This is an optimization exercise on Yosys and OpenROAD, whose aim is small area, not a production implementation. In this exercise RTL edits were held to simulation tests only and were not proved equivalent to the original. The flow treats the clock pin as an ideal source, which a real chip does not have. Power figures rest on the tool's default switching activity, not on a simulated workload.

==> job 9676 <==
==> flow/design.v <==
module hamming_secded_encoder;
endmodule
module mem_secded (
    input        clk,
    input        rst,
    input        wr_en,
    input  [3:0] addr,
    input  [7:0] data_in,
    output [7:0] data_out
);
    reg [7:0]  mem [0:15];
    reg [15:0] valid;
    wire [3:0] lo = 4'd1 << addr[1:0];
    wire [3:0] hi = 4'd1 << addr[3:2];
    integer i;
    reg [7:0] rd;
    reg [15:0] wsel;
    always @(*) begin
        rd = 8'd0;
        for (i = 0; i < 16; i = i + 1) begin
            wsel[i] = wr_en & hi[i/4] & lo[i%4];
            rd = rd | ({8{valid[i] & hi[i/4] & lo[i%4]}} & mem[i]);
        end
    end
    always @(posedge clk) begin
        for (i = 0; i < 16; i = i + 1)
            if (wsel[i])
                mem[i] <= data_in;
    end
    always @(posedge clk or posedge rst) begin
        if (rst)
            valid <= 16'd0;
        else
            valid <= valid | wsel;
    end
    assign data_out = rd;
endmodule
module two_bit_fault_injector
(
    input  [3:0] fault_bit_addr1,
    input  [3:0] fault_bit_addr2,
    input        fault_en,
    input        is_two_bit_fault,
    output [7:0] data_flip,
    output       single_error_corrected,
    output       double_error_detected
);
    wire v1 = fault_en && (fault_bit_addr1 <= 4'd12);
    wire v2 = fault_en && is_two_bit_fault && (fault_bit_addr2 <= 4'd12);
    wire two = v1 && v2 && (fault_bit_addr1 != fault_bit_addr2);
    assign double_error_detected  = two;
    assign single_error_corrected = (v1 || v2) && !two;
    wire [15:0] sel1 = 16'd1 << fault_bit_addr1;
    wire [15:0] sel2 = 16'd1 << fault_bit_addr2;
    wire [15:0] hit  = (sel1 | sel2) & {16{two}};
    assign data_flip = {hit[12], hit[11], hit[10], hit[9],
                        hit[7],  hit[6],  hit[5],  hit[3]};
endmodule
module hamming_secded_decoder(
    input  [7:0] in_data,
    input  [7:0] data_flip,
    output [7:0] out_data
);
    assign out_data = in_data ^ data_flip;
endmodule
module ecc_hamming_secded_faulty_memory(
    input clk,
    input rst,
    input [7:0] input_data,
    input [3:0] input_addr,
    input wr_en,
    input [3:0] fault_addr1,
    input [3:0] fault_addr2,
    input fault_enable,
    input two_bit_fault_enable,
    output [7:0] output_data,
    output single_bit_error_corrected,
    output double_bit_error_detected
);
    wire [7:0] word;
    wire [7:0] flip;
    mem_secded memory(
        .clk(clk),
        .rst(rst),
        .wr_en(wr_en),
        .addr(input_addr),
        .data_in(input_data),
        .data_out(word)
    );
    two_bit_fault_injector injector (
        .fault_bit_addr1(fault_addr1),
        .fault_bit_addr2(fault_addr2),
        .fault_en(fault_enable),
        .is_two_bit_fault(two_bit_fault_enable),
        .data_flip(flip),
        .single_error_corrected(single_bit_error_corrected),
        .double_error_detected(double_bit_error_detected)
    );
    hamming_secded_decoder decoder (
        .in_data(word),
        .data_flip(flip),
        .out_data(output_data)
    );
endmodule
==> flow/flow/run.sh <==
#!/bin/bash
# Standard ORFS layout (the standard.sh, standard synthesis) with:
#  - every logic cell swapped for its smallest variant after floorplan
#    (timing repair upsizes again where needed),
#  - port buffers of the smallest buffer cell,
#  - a clock tree of small clock buffers and no dummy loads, its leaf
#    buffers then sized to the smallest that keeps clock-pin slew in limits.
set -euo pipefail
W="$(cd "$(dirname "$0")/.." && pwd)"
cd "$W"
bash standard.sh \
  "POST_FLOORPLAN_TCL=$W/flow/downsize.tcl" \
  "POST_CTS_TCL=$W/flow/cts_fix.tcl" \
  "BUFFER_PORTS_ARGS=-buffer_cell sky130_fd_sc_hd__buf_1" \
  "CTS_ARGS=-sink_clustering_enable -repair_clock_nets -dont_use_dummy_load -buf_list {sky130_fd_sc_hd__clkbuf_4} " \
  finish > make_finish.log 2>&1
==> flow/flow/cts_fix.tcl <==
# Resize the clock tree's leaf buffers: the smallest clock buffer whose
# flip-flop clock pins all see a slew below the target.
proc clk_leaf_slew { inst } {
  set on [[$inst findITerm X] getNet]
  set s 0
  foreach it [$on getITerms] {
    if {[$it getInst] eq $inst} { continue }
    set pn "[[$it getInst] getName]/[[$it getMTerm] getName]"
    set sl [get_property [get_pins $pn] slew_max]
    if {$sl > $s} { set s $sl }
  }
  return $s
}
set target 0.105
set sizes {sky130_fd_sc_hd__clkbuf_2 sky130_fd_sc_hd__clkbuf_4 sky130_fd_sc_hd__clkbuf_8 sky130_fd_sc_hd__clkbuf_16}
estimate_parasitics -placement
foreach inst [[ord::get_db_block] getInsts] {
  set m [[$inst getMaster] getName]
  if {![string match sky130_fd_sc_hd__clkbuf_* $m]} { continue }
  # leaf buffers only: those driving flip-flop clock pins
  set leaf 0
  foreach it [[[$inst findITerm X] getNet] getITerms] {
    if {[[$it getMTerm] getName] eq "CLK"} { set leaf 1 }
  }
  if {!$leaf} { continue }
  foreach c $sizes {
    replace_cell [$inst getName] $c
    estimate_parasitics -placement
    if {[clk_leaf_slew $inst] < $target} { break }
  }
  puts "cts_fix: [$inst getName] $m -> [[$inst getMaster] getName] slew [clk_leaf_slew $inst]"
}
detailed_placement
check_placement -verbose
estimate_parasitics -placement
==> flow/flow/downsize.tcl <==
# Swap every combinational cell and buffer for the smallest-area cell of the
# same function (the _0/_1 variant of its family). Timing repair later in the
# flow upsizes again wherever timing, slew or capacitance needs it.
set db [ord::get_db]
set n 0
foreach inst [[ord::get_db_block] getInsts] {
  set m [[$inst getMaster] getName]
  if {![regexp {^(sky130_fd_sc_hd__[a-z0-9]+)_([0-9]+)$} $m -> base drv]} { continue }
  if {[regexp {df|dl|edf|sdf|tap|fill|decap|conb|clk} $base]} { continue }
  set best ""
  set best_area 1e9
  foreach d {0 1 2} {
    set mm [$db findMaster ${base}_$d]
    if {$mm eq "NULL"} { continue }
    set a [expr {[$mm getWidth] * [$mm getHeight]}]
    if {$a < $best_area} { set best_area $a; set best ${base}_$d }
  }
  set cur [$inst getMaster]
  if {$best ne "" && $best ne $m && $best_area < [$cur getWidth] * [$cur getHeight]} {
    replace_cell [$inst getName] $best
    incr n
  }
}
puts "downsize: replaced $n cells"
==> flow/standard.sh <==
#!/bin/bash
# synth_recipe.tcl (not shown) runs the flow's synth.tcl, then flattens the netlist and writes it again
# the make line also repeats each setting of config.mk as NAME=value (left out here)
make -C /OpenROAD-flow-scripts/flow DESIGN_CONFIG=/design/flow/config.mk WORK_HOME=/design/flow/orfs CLKGATE_MAP_FILE= SYNTH_SCRIPT=/design/flow/synth_recipe.tcl "${@:-finish}"
==> flow/config.mk <==
export PLATFORM = sky130hd
export DESIGN_NAME = ecc_hamming_secded_faulty_memory
export DESIGN_NICKNAME = ecc_hamming_secded_faulty_memory
export VERILOG_FILES = /design/flow/design.v
export SDC_FILE = /design/flow/constraint.sdc
export NUM_CORES = 4
export LEC_CHECK = 0
export CAP_MARGIN = 20
export CORE_MARGIN = 2
export CORE_UTILIZATION = 40
export SLEW_MARGIN = 20
==> flow/constraint.sdc <==
create_clock -name core_clock -period 8.0 [get_ports {clk}]
set_input_delay 1.6000 -clock core_clock [delete_from_list [all_inputs] [get_ports {clk}]]
set_output_delay 1.6000 -clock core_clock [all_outputs]
set_load 0.01 [all_outputs]
==> job 2259: changes against job 9676 <==
==> flow/flow/run.sh (replaced) <==
#!/bin/bash
# Layout flow:
#  1. the standard synthesis (standard.sh synth);
#  2. the combinational cells of that netlist re-mapped for area by Yosys/ABC
#     (flow/remap.tcl); the flip-flops are left exactly as synthesis made them;
#  3. the standard ORFS steps from floorplan on (standard.sh finish), with
#     - every logic cell swapped for its smallest variant after floorplan
#       (timing repair upsizes again where needed),
#     - port buffers of the smallest buffer cell,
#     - a clock tree of small clock buffers and no dummy loads, its leaf
#       buffers then sized to the smallest that keeps clock-pin slew in limits.
# Each tool's output goes to a log file in this folder.
set -euo pipefail
W="$(cd "$(dirname "$0")/.." && pwd)"
cd "$W"
RES="$W/orfs/results/sky130hd/ecc_hamming_secded_faulty_memory/base"
PLAT="$FLOW_HOME/platforms/sky130hd"

bash standard.sh synth > make_synth.log 2>&1

cp "$RES/1_2_yosys.v" "$W/standard_synth.v"
YOSYS="$FLOW_HOME/../tools/install/yosys/bin/yosys"
[[ -x "$YOSYS" ]] || YOSYS=yosys
export REMAP_LIB="$PLAT/lib/sky130_fd_sc_hd__tt_025C_1v80.lib"
export REMAP_NETLIST="$RES/1_2_yosys.v"
export DESIGN_NAME="$FLOW_TOP"
export DONT_USE_CELLS="$(sed -n '/^export DONT_USE_CELLS += \\/,/[^\\]$/p' "$PLAT/config.mk" | sed 's/export DONT_USE_CELLS += //; s/\\//g' | tr -s ' \n' ' ')"
export REMAP_FLOPS="$(grep -oE '^\s*sky130_fd_sc_hd__(df|edf|sdf|dl)\w*' "$REMAP_NETLIST" | tr -d ' ' | sort -u | tr '\n' ' ')"
"$YOSYS" -c "$W/flow/remap.tcl" > remap.log 2>&1

bash standard.sh \
  "POST_FLOORPLAN_TCL=$W/flow/downsize.tcl" \
  "POST_CTS_TCL=$W/flow/cts_fix.tcl" \
  "BUFFER_PORTS_ARGS=-buffer_cell sky130_fd_sc_hd__buf_1" \
  "CTS_ARGS=-sink_clustering_enable -repair_clock_nets -dont_use_dummy_load -buf_list {sky130_fd_sc_hd__clkbuf_4}" \
  finish > make_finish.log 2>&1
==> flow/flow/remap.tcl (new file) <==
# Re-map the combinational logic of the standard synthesis netlist for area.
# The flip-flops are kept as they are (same instances, names and cell types);
# every other cell is expanded to its logic function and mapped again by ABC
# with an area-oriented script.
yosys -import
set lib $::env(REMAP_LIB)
set netlist $::env(REMAP_NETLIST)
read_liberty -ignore_miss_func $lib
# flip-flop cells stay black boxes so that flatten keeps them
foreach ff [split $::env(REMAP_FLOPS) " "] {
  if {$ff ne ""} { setattr -mod -set blackbox 1 $ff }
}
read_verilog $netlist
hierarchy -top $::env(DESIGN_NAME)
flatten
hierarchy -top $::env(DESIGN_NAME)
delete t:\$scopeinfo
yosys rename -hide w:_*_.*
opt_clean
set du {}
foreach c $::env(DONT_USE_CELLS) { lappend du -dont_use $c }
abc -liberty $lib {*}$du -script "+&get,-n;&st;&dch,-f;&nf,-R,1000;&put;topo"
read_liberty -lib -overwrite $lib
setundef -zero
splitnets
opt_clean -purge
hilomap -singleton -hicell sky130_fd_sc_hd__conb_1 HI -locell sky130_fd_sc_hd__conb_1 LO
insbuf -buf sky130_fd_sc_hd__buf_4 A X
check -assert -mapped
stat -liberty $lib
write_verilog -noattr -nohex -nodec $netlist
--- a/flow/config.mk
+++ b/flow/config.mk
@@ -5,7 +5,7 @@
 export SDC_FILE = /design/flow/constraint.sdc
 export NUM_CORES = 4
 export LEC_CHECK = 0
-export CAP_MARGIN = 20
+export CAP_MARGIN = 0
 export CORE_MARGIN = 2
-export CORE_UTILIZATION = 40
-export SLEW_MARGIN = 20
+export CORE_UTILIZATION = 60
+export SLEW_MARGIN = 0
==> notes <==
Between job 9676 and job 2259, the lower sequential share of layout area is in job 9676 (gap 2.4 points).
Against job 9676, the synthesized cell count of job 2259 is smaller by about 7.5%.
Of job 2259 and job 9676, job 9676 has the higher clock power (gap about 4%, measured against job 9676).
In count of clock-buffer cells in the layout, job 2259 and job 9676 do not differ.
Of job 9676 and job 2259, job 2259 has the higher first-iteration DRC count (gap 39%, measured against job 2259).
==> figures <==
	job 9676	job 2259
Outcome	finished clean	finished clean
Average size of a mapped cell	16.00 um^2	16.39 um^2
FF-to-FF Start	memory.valid[5]	memory.valid[4]
Buffer share of cell area	2.479%	2.178%
Final worst hold slack	463.2 ps	484.6 ps
Clock net power	324 uW	311 uW
DR pass1 iterations	5	6
Remaining max-slew budget at the tightest pin	29.09%	9.603%
R2r endpoint	memory.valid[5]	memory.valid[4]
Smallest setup slack after layout	2748 ps	2645 ps
Aggregate global-route resource usage	18.71%	28.60%

## afterwards: timing with drivers on the ports
The flow's constraints put no driver on any port. The routed layouts listed below were extracted and timed again, unchanged, in two steps.
Step 1 assumes that a clkbuf_16 drives the clock port and a buf_2 every other input.
Step 2 times the ports against the registers' clock, not the clock port: input delays grow and output delays shrink by t, the midpoint of the rising clock arrivals with the driver on.
Three values: ideal ports, drivers, drivers and shift; two values: the first two.
| run | t (ns) | setup slack, ns | latest minus earliest clock arrival (ns) | worst register clock-pin slew, ns |
|---|---|---|---|---|
| job 9676 | 0.533 | 2.748 / 2.725 / 2.725 | 0.040 / 0.040 | 0.11 / 0.11 |
| job 2259 | 0.524 | 2.645 / 2.624 / 2.624 | 0.028 / 0.028 | 0.10 / 0.10 |
After both steps every run listed still meets setup and hold. The setup slack of job 9676, which loses most, moves by -0.023 ns with the drivers and by -0.023 ns with both steps.
